Background: an optimization exercise with open tools, aiming at small area, a short achievable clock period and few clock cycles per item. Do not read the settings as production practice.
RTL that was checked went through simulation tests only; none was proved equivalent to the original.
Only the layout flow was run in run 2; the RTL was not checked for function there.
Power figures rest on the tool's default switching activity, not on a simulated workload.

**design.v**
```verilog
`default_nettype none
module fifo #(
    DEPTH_BITS = 2,
    WIDTH = 8
) (
    input wire clk,
    input wire rst,
    input wire             in_valid,
    input wire [WIDTH-1:0] in_data,
    output reg             in_ready,
    output reg             out_valid,
    output reg [WIDTH-1:0] out_data,
    input wire             out_ready
);
    reg [WIDTH-1:0] buffer [1<<DEPTH_BITS];
    reg [DEPTH_BITS:0] write_addr;
    reg [DEPTH_BITS:0] read_addr;
    wire in_transfer = in_valid && in_ready;
    wire out_transfer = out_valid && out_ready;
    wire [DEPTH_BITS:0] write_limit = read_addr ^ (1 << DEPTH_BITS);
    assign in_ready = write_addr != write_limit;
    assign out_valid = read_addr != write_addr;
    assign out_data = buffer[read_addr[DEPTH_BITS-1:0]];
    always @(posedge clk) begin
        if (rst) begin
            read_addr <= 0;
            write_addr <= 0;
        end else begin
            if (in_transfer) begin
                buffer[write_addr[DEPTH_BITS-1:0]] <= in_data;
                write_addr <= write_addr + 1'b1;
            end
            if (out_transfer) begin
                read_addr <= read_addr + 1'b1;
            end
        end
    end
endmodule
module multiplier #(
    WIDTH = 4
) (
    input wire clk,
    input wire rst,
    input wire               in_valid,
    input wire [2*WIDTH-1:0] in_data,
    output reg               in_ready,
    output reg               out_valid,
    output reg [2*WIDTH-1:0] out_data,
    input wire               out_ready
);
    reg [2*WIDTH-1:0] acc;
    reg [2*WIDTH-1:0] a;
    reg [  WIDTH-1:0] b;
    wire [WIDTH-1:0] in_a;
    wire [WIDTH-1:0] in_b;
    assign {in_b, in_a} = in_data;
    wire done = b == 0;
    assign out_data = acc;
    assign out_valid = (!in_ready) && done;
    always @(posedge clk) begin
        if (b[0]) begin
            acc <= acc + a;
        end
        b <= b >> 1;
        a <= a << 1;
        if (in_ready && in_valid) begin
            {a, b} <= in_a < in_b ? {in_b, in_a} : {in_a, in_b};
            acc <= 0;
            in_ready <= 0;
        end
        if (out_ready && out_valid) begin
            in_ready <= 1;
        end
        if (rst) begin
            in_ready <= 1;
            acc <= 0;
        end
    end
endmodule
module lane #(
    WIDTH = 4,
    DEPTH_BITS = 2
) (
    input wire clk,
    input wire rst,
    input wire               in_valid,
    input wire [2*WIDTH-1:0] in_data,
    output reg               in_ready,
    output reg               out_valid,
    output reg [2*WIDTH-1:0] out_data,
    input wire               out_ready
);
    wire               mult_in_valid;
    wire [2*WIDTH-1:0] mult_in_data;
    wire               mult_in_ready;
    wire               mult_out_valid;
    wire [2*WIDTH-1:0] mult_out_data;
    wire               mult_out_ready;
    fifo #(.WIDTH(2*WIDTH), .DEPTH_BITS(DEPTH_BITS)) in_fifo (
        .clk(clk),
        .rst(rst),
        .in_valid(in_valid),
        .in_data(in_data),
        .in_ready(in_ready),
        .out_valid(mult_in_valid),
        .out_data(mult_in_data),
        .out_ready(mult_in_ready)
    );
    fifo #(.WIDTH(2*WIDTH), .DEPTH_BITS(DEPTH_BITS)) out_fifo (
        .clk(clk),
        .rst(rst),
        .out_valid(out_valid),
        .out_data(out_data),
        .out_ready(out_ready),
        .in_valid(mult_out_valid),
        .in_data(mult_out_data),
        .in_ready(mult_out_ready)
    );
    multiplier #(.WIDTH(WIDTH)) multiplier (
        .clk(clk),
        .rst(rst),
        .in_valid(mult_in_valid),
        .in_data(mult_in_data),
        .in_ready(mult_in_ready),
        .out_valid(mult_out_valid),
        .out_data(mult_out_data),
        .out_ready(mult_out_ready)
    );
endmodule
module top #(
    WIDTH = 4
) (
    input wire clk,
    input wire rst,
    input wire               in_valid,
    input wire [WIDTH*4-1:0] in_data,
    output reg               in_ready,
    output reg               out_valid,
    output reg [WIDTH*4-1:0] out_data,
    input wire               out_ready
);
    wire fifo_out_valid;
    wire fifo_in_ready;
    wire               lane_in_valid;
    wire [WIDTH*4-1:0] lane_in_data;
    wire [        1:0] lane_in_ready;
    wire [        1:0] lane_out_valid;
    wire [WIDTH*4-1:0] lane_out_data;
    wire               lane_out_ready;
    assign lane_in_valid = fifo_out_valid & (&lane_in_ready);
    assign lane_out_ready = fifo_in_ready & (&lane_out_valid);
    fifo #(.WIDTH(WIDTH*4)) input_fifo (
        .clk(clk), .rst(rst),
        .in_valid(in_valid),
        .in_data(in_data),
        .in_ready(in_ready),
        .out_valid(fifo_out_valid),
        .out_data(lane_in_data),
        .out_ready(&lane_in_ready)
    );
    lane lane [1:0] (
        .clk(clk), .rst(rst),
        .in_valid(lane_in_valid),
        .in_data(lane_in_data),
        .in_ready(lane_in_ready),
        .out_valid(lane_out_valid),
        .out_data(lane_out_data),
        .out_ready(lane_out_ready)
    );
    fifo #(.WIDTH(WIDTH*4)) output_fifo (
        .clk(clk), .rst(rst),
        .in_valid(&lane_out_valid),
        .in_data(lane_out_data),
        .in_ready(fifo_in_ready),
        .out_valid(out_valid),
        .out_data(out_data),
        .out_ready(out_ready)
    );
endmodule
```
**run.sh**
```bash
#!/bin/bash
# synth_recipe.tcl (not shown) runs the flow's synth.tcl, then flattens the netlist and writes it again
# the make line also repeats each setting of config.mk as NAME=value (left out here)
make -C /OpenROAD-flow-scripts/flow DESIGN_CONFIG=/design/flow/config.mk WORK_HOME=/design/flow/orfs CLKGATE_MAP_FILE= SYNTH_SCRIPT=/design/flow/synth_recipe.tcl finish
```
**config.mk**
```make
export PLATFORM = sky130hd
export DESIGN_NAME = top
export DESIGN_NICKNAME = top
export VERILOG_FILES = /design/flow/design.v
export SDC_FILE = /design/flow/constraint.sdc
export NUM_CORES = 4
export LEC_CHECK = 0
export CAP_MARGIN = 20
export CORE_MARGIN = 2
export CORE_UTILIZATION = 40
export SLEW_MARGIN = 20
```
**constraint.sdc**
```tcl
create_clock -name core_clock -period 3.5 [get_ports {clk}]
set_input_delay 0.7000 -clock core_clock [delete_from_list [all_inputs] [get_ports {clk}]]
set_output_delay 0.7000 -clock core_clock [all_outputs]
set_load 0.01 [all_outputs]
```
==> results of run 1 <==
[metrics by stage]
step	instance area (um^2)	power [mW]	setup WS (ps)	instances	hold slack (ps)
2_1_floorplan	13900	7.80	1030	840	416
5_1_grt	16000	12.7	425	1383	491
6_report	16000	12.0	624	1383	447
4_1_cts	16000	12.2	566	1383	446
3_3_place_gp	14800	8.37	719	1315	442
3_5_place_dp	14800	8.43	604	1315	433
[layout make-up]
type                       count  area (um^2)
clock buffer                  58         1100
inverter                      26         97.6
clock inverter                10         75.1
sequential                   346         9490
tap                          455          569
fill                        2987        18400
timing repair buffer          48          448
multi-input combinational    440         4190
[worst max-delay path by stage]
stage / startpoint / endpoint / slack [ps] / cells after the start
2_1_floorplan: register / lane[0].multiplier.a[1] / 1030 / 9
3_3_place_gp: register / lane[1].multiplier.b[1] / 720 / 7
3_5_place_dp: register / lane[0].multiplier.a[2] / 600 / 7
4_1_cts: register / out_data[1] / 570 / 3
5_1_grt: register / lane[0].multiplier.b[1] / 430 / 7
6_report: register / lane[0].multiplier.a[2] / 620 / 7
[kinds of logic (layout without fill, tap and decap cells)]
family | after synthesis | after routing
adder cells (fa/ha/maj) | 52 | 52
AND/OR/NAND/NOR | 181 | 181
flip-flops | 346 | 346
buffers and inverters | 54 | 142
multiplexers | 98 | 98
XOR/XNOR | 47 | 47
AO/OA/AOI/OAI | 62 | 62
[critical path: stages (launching register included)]
cell and delay (ps):
dfxtp_1 610, mux4_1 670, ha_1 370, a21oi_1 370
nand2_1 140, a41o_1 330, mux2i_1 190, a21oi_1 80
[power by group]
part / internal [mW] / leakage [nW] / switching, mW
combinational: 1.28 / 1.94 / 1.57
sequential: 5.07 / 3.05 / 0.403
clock: 2.23 / 0.576 / 1.49
total: 8.58 / 5.57 / 3.46
[cells in the mapped netlist (all sizes together), types with 2 or more instances]
master and number:
nor2b 10, clkbuf 19, ha 50, or4 2
o211ai 6, and2 20, mux2i 33, a211oi 2
and3 5, o21a 2, nor2 69, dfxtp 90
o31ai 3, nand4 7, a21oi 25, nand2b 8
a21o 8, o21ai 6, xnor2 30, a41o 2
a31oi 6, nand3 17, or3 3, xor2 17
mux4 64, buf 9, nand3b 6, fa 2
nand2 29, inv 25, edfxtp 256
[registers in the layout (all words and copies together), names as in the netlist, 6 cells and up, named ones only]
signal	cells
lane.multiplier.a	16
lane.in_fifo.buffer	64
output_fifo.buffer	64
lane.out_fifo.write_addr	6
lane.in_fifo.read_addr	6
lane.multiplier.b	8
lane.multiplier.acc	16
input_fifo.buffer	64
lane.out_fifo.buffer	64
lane.in_fifo.write_addr	6
lane.out_fifo.read_addr	6
[routing by layer]
| metal | track usage (%) | wire [um] | up-vias | share of wire [%] |
|---|---|---|---|---|
| met5 | 0 | 0 | - | 0 |
| met4 | 3.25 | 401 | 0 | 1.8 |
| met3 | 2.36 | 773 | 33 | 3.5 |
| met2 | 21.7 | 11000 | 102 | 49 |
| met1 | 16.5 | 10300 | 3347 | 46 |
| li1 | - | - | 3318 | - |
[cell usage in the layout (no fill, tap or decap), types with 7 or more instances in the layout]
cell and count:
a21o_1 8, a21oi_1 25, and2_1 20, buf_4 11, clkbuf_1 14, clkbuf_16 39, clkdlybuf4s50_1 36, dfxtp_1 90
edfxtp_1 256, ha_1 50, inv_1 25, mux2i_1 33, mux4_1 14, mux4_2 50, nand2_1 29, nand2b_1 8
nand3_1 17, nand4_1 7, nor2_1 69, nor2b_1 10, xnor2_1 30, xor2_1 17
==> results.ini, run 1 <==
[run_status]
outcome = finished clean

[timing]
fin_skew_ps = 8.06
tightestPinTransition_ps = 885
fin_crit_ps = 2880
rsz0062_at_grt = no
slew_headroom_pct = 41.0
timing.fmax_mhz = 348
fin_crit_sh_pct = 82.2
setup_violations = 0
drv_slew = 0
setup_tns_ps = 0
hold_viol_final = 0

[synth]
synth_cell_types = 44
yosysSeqAreaShare_pct = 68.2
synth.area.top_cells = edfxtp_1 55%, dfxtp_1 13%, mux4_2 8.1%
dominantRegCellSynth = edfxtp_1
synthMuxAreaShare_pct = 13.2
syn_inst = 840
synthArstFlopShare_pct = 0
synth_top_family_by_area = multiplexers
yosys.area_share.simple_pct = 6.33
synth_xor_area_share_pct = 2.96
synth_top_cell_by_area = edfxtp_1
netlist_area_mm2 = 0.0139
synth-edff-count = 256
syn_avg_cell_area_um2 = 16.6
synth.net_count = 912
synth_top_area_share_pct = 55.3
synth_compound_area_share_pct = 2.83
ys_ff_latch = 346
yosys_warnings = 11
synth_fa_ha_area_share_pct = 4.78

[cells_and_area]
final_layout_size_suffix_gt1_share_pct = 12.6
layout.nets = 971
area_growth_pct = 14.7
utilization_pct = 46.4
diodes = 0

[detailed_routing]
first_iter_violations = 287
avgRoutedWirePerCell_um = 16.2
postRouteAntennaNets = 0
drt_wl_total_um = 22400
via_per_inst = 4.92
vias = 6800
drc = 0
drt-pass1-iter-count = 4

[clock_tree]
cts_sinks = 346
root_buffer = clkbuf_16
h-tree-depth = 2
insertion_delay_ps = 500
ctsHoldBuffers = 0
numCtsBuffers = 37
cts_setup_buffers = 0
cts_tree = built
clockBufferDepth = 3
ctsResizeCount = 0
clk_pin_slew_ps = 60

[pwr]
power_density_mw_per_mm2 = 754
vdd_drop_max_mv = 0.349
leakagePower_nw = 5.57

[floorplanning]
rows = 68
fp.dieW_um = 191
io_pins = 38
die_area_mm2 = 0.0363
dieHeight_um = 191
initial_core_util_pct = 40.5
core_area_mm2 = 0.0344

[setup_path]
rrSetupSlack_ps = 620
r2r-end = lane[0].multiplier.a[2]
critPathLaunchType = register
cp_max_fo = 8
r2r_cells = 7
end_kind = register
required_ps = 3890
critPathKind = register to register
arrival_ps = 3260

[flow_run]
drv_cap = 0

[global_route]
grt_max_degree = 32
antenna_found_initial = 0
gr-total-overflow = 0
grt_pass1_vias = 7108
grt_pass1_wl_um = 36700
track_usage_pct = 12.6

[place]
gp_congestion = 0.756
dp_hpwl_um = 14600
port_buffers = 37

[min_path]
hold_path.class = register to register
hold_end = lane[1].multiplier.b[0]
min_path_cells = 2
worstHoldStart = lane[1].multiplier.b[1]

Testbench counts, summed over its fixed seeds: cycles 13,946, items 3,200.
==> run 2, diff against run 1 <==
==> design.v (replaced) <==
`default_nettype none
module top #(
    parameter WIDTH = 4
) (
    input wire clk,
    input wire rst,
    input wire               in_valid,
    input wire [WIDTH*4-1:0] in_data,
    output wire              in_ready,
    output reg               out_valid,
    output reg [WIDTH*4-1:0] out_data,
    input wire               out_ready
);
    wire [WIDTH-1:0] a0 = in_data[WIDTH-1:0];
    wire [WIDTH-1:0] b0 = in_data[2*WIDTH-1:WIDTH];
    wire [WIDTH-1:0] a1 = in_data[3*WIDTH-1:2*WIDTH];
    wire [WIDTH-1:0] b1 = in_data[4*WIDTH-1:3*WIDTH];
    wire [2*WIDTH-1:0] p0 = a0 * b0;
    wire [2*WIDTH-1:0] p1 = a1 * b1;
    assign in_ready = out_ready;
    always @(posedge clk) begin
        if (rst) begin
            out_valid <= 1'b0;
        end else if (out_ready) begin
            out_valid <= in_valid;
        end
        if (out_ready) begin
            out_data <= {p1, p0};
        end
    end
endmodule
==> results.ini, run 2 <==
[clock_tree]
clk_pin_slew_ps = 100
ctsHoldBuffers = 0
cts_sinks = 17
numCtsBuffers = 3
cts_setup_buffers = 0
clockBufferDepth = 2
insertion_delay_ps = 280
cts_tree = built
h-tree-depth = 1
ctsResizeCount = 0
root_buffer = clkbuf_4

[synth]
synthMuxAreaShare_pct = 0.710
dominantRegCellSynth = edfxtp_1
yosys.area_share.simple_pct = 12.3
synth_cell_types = 18
syn_avg_cell_area_um2 = 11.2
synthArstFlopShare_pct = 0
netlist_area_mm2 = 0.00141
synth-edff-count = 16
synth.most_common_cell = ha_1
syn_inst = 126
synth_common_cells = 24 x ha_1, 20 x and2_1, 18 x inv_1
synth_fa_ha_area_share_pct = 32.7
synth.area.top_cells = edfxtp_1 34%, ha_1 21%, fa_1 11%
synth_xor_area_share_pct = 4.97
ys_ff_latch = 17
synth.net_count = 178
synth_top_family_by_area = adder cells
yosys_warnings = 1
synth_compound_area_share_pct = 8.44
yosysSeqAreaShare_pct = 35.5
synth_top_cell_by_area = edfxtp_1
synth_top_area_share_pct = 34.1

[floorplanning]
dieHeight_um = 63.3
initial_core_util_pct = 41.9
io_pins = 38
rows = 21
fp.dieW_um = 63.3
core_area_mm2 = 0.00336
die_area_mm2 = 0.00401

[setup_path]
cp_max_fo = 2
critPathLaunchType = primary input
arrival_ps = 3300
max_stage_delay_ps = 560
path_cells = clkdlybuf4s50_1 > nand2_1 > fa_1 > inv_1 > fa_1 > inv_1 > fa_1 > inv_1 > a21o_1 > a21oi_1 > xnor2_1
required_ps = 3560
worst_path_max_delay_cell = fa_1
critPathKind = primary input to register
end_kind = register

[timing]
drv_slew = 0
fin_crit_ps = 3240
setup_violations = 0
fin_skew_ps = 0
slew_headroom_pct = 84.1
hold_viol_final = 0
rsz0062_at_grt = no
tightestPinTransition_ps = 239
timing.final.ws_setup_ps = 260
timing.fmax_mhz = 309
fin_crit_sh_pct = 92.6

[cells_and_area]
regMostFlops = out_data
largest_reg_flops = 16
layout_common_cells = 37 x clkdlybuf4s50_1, 24 x ha_1, 20 x and2_1
diodes = 0
final_common_cell = clkdlybuf4s50_1
fillers = 326
layout.nets = 232
final_cells = 225
area_growth_pct = 38.6
utilization_pct = 58.1
final_layout_size_suffix_gt1_share_pct = 11.7
reg_top3 = out_data: 16 flops, out_valid: 1 flops
stdcell_area_mm2 = 0.00195

[global_route]
use_met1_pct = 15.5
top_usage_layer = met2
antenna_found_initial = 0
track_usage_pct = 13.3
gr-total-overflow = 0
grt_max_degree = 18
grt_pass1_wl_um = 4220
groute.layer.met2.usage_pct = 23.3
grt_pass1_vias = 1030
met3_usage_pct = 3.04

[detailed_routing]
via_per_inst = 4.70
first_iter_violations = 19
drt_wl_total_um = 2480
drc = 0
postRouteAntennaNets = 0
vias = 1057
drt-pass1-iter-count = 3
avgRoutedWirePerCell_um = 11.0

[pwr]
vdd_drop_max_mv = 0.219
leakagePower_nw = 0.921
power_density_mw_per_mm2 = 319
finalPower_mw = 0.623

[place]
gp_congestion = 0.706
dp.cells = 221
port_buffers = 37
dpl_cell_area_mm2 = 0.00193
dp_hpwl_um = 2160
pre_cts_ws_ps = -73.8

[flow_run]
drv_cap = 0

[min_path]
hold_path.class = register to register

[run_status]
outcome = finished clean

-- run 2: per-stage QoR --
step / hold slack (ps) / setup TNS (ps)
3_5_place_dp: 522 / -196
4_1_cts: 544 / 0
3_3_place_gp: 476 / -101
5_1_grt: 596 / 0
2_1_floorplan: 528 / 0
6_report: 525 / 0
-- run 2: path summary, 6_finish.rpt --
kind | startpoint | slack (ps) | cells past startpoint | to
worst max-delay path | in_data[15] | 260 | 11 | out_data[14]
worst min-delay path | out_valid | 520 | 2 | out_valid
worst max register to register | out_valid | 2900 | 2 | out_valid
worst min register to register | out_valid | 520 | 2 | out_valid
-- run 2: logic make-up after synthesis --
logic type | after synthesis
adders and majority gates | 32
xor gates and xnor gates | 8
AOI/OAI and AO/OA | 16
muxes | 1
and+or+nand+nor | 33
DFF | 17
buffers and inverters | 19
-- run 2: power by group --
group	switching, mW	total, mW	internal, mW	leakage, nW
combinational	0.109	0.248	0.140	0.742
clock	0.0613	0.106	0.0443	0.0150
sequential	0.00756	0.269	0.262	0.163
-- run 2: worst max-delay path, delay by kind of cell --
| family | cells | cell delay (ps) |
|---|---|---|
| AO/OA/AOI/OAI | 2 | 180 |
| XOR/XNOR | 1 | 120 |
| adder cells (fa/ha/maj) | 3 | 1530 |
| buffers and inverters | 4 | 670 |
| AND/OR/NAND/NOR | 1 | 80 |
-- run 2: cell type report --
cell class / instances / area (um^2) / share of cell area (%)
clock buffer: 4 / 26.3 / 1.35
inverter: 18 / 67.6 / 3.46
multi-input combinational: 90 / 833 / 42.7
sequential: 17 / 500 / 25.6
tap: 46 / 57.6 / 2.95
timing repair buffer: 50 / 468 / 24.0
-- run 2: per-layer routing --
| layer | part of all wire, % | vias up |
|---|---|---|
| met1 | 42 | 495 |
| met5 | 0 | - |
| met2 | 52 | 29 |
| met4 | 1.8 | 0 |
| met3 | 4.8 | 4 |
| li1 | - | 529 |

-- re-timing with driven ports --
Ports are ideal in the flow. The routed layouts listed here were re-timed in OpenROAD.
Step 1 sets driving cells, clkbuf_16 on the clock port and buf_2 on the other inputs (assumed; they add their load-dependent delay and slew).
Step 2 moves the port delays by t, midway between the first and last clock arrival at a register: inputs arrive t later, outputs are due t later. That takes back most of the time a late clock gives input paths.
Slacks: ideal ports / drivers / drivers and shift; pairs: ideal ports / drivers.
run	t (ns)	slack for setup (ns)	worst register clock-pin slew, ns	cell pins on the clock port's net
run 1	0.548	0.624 / 0.581 / 0.624	0.06 / 0.06	1
run 2	0.310	0.260 / 0.258 / -0.052	0.10 / 0.10	1
With both steps, setup timing fails in run 2, where it was met with ideal ports. For run 2, which loses most, drivers alone change the setup slack by -0.002 ns; drivers and shift together by -0.312 ns.
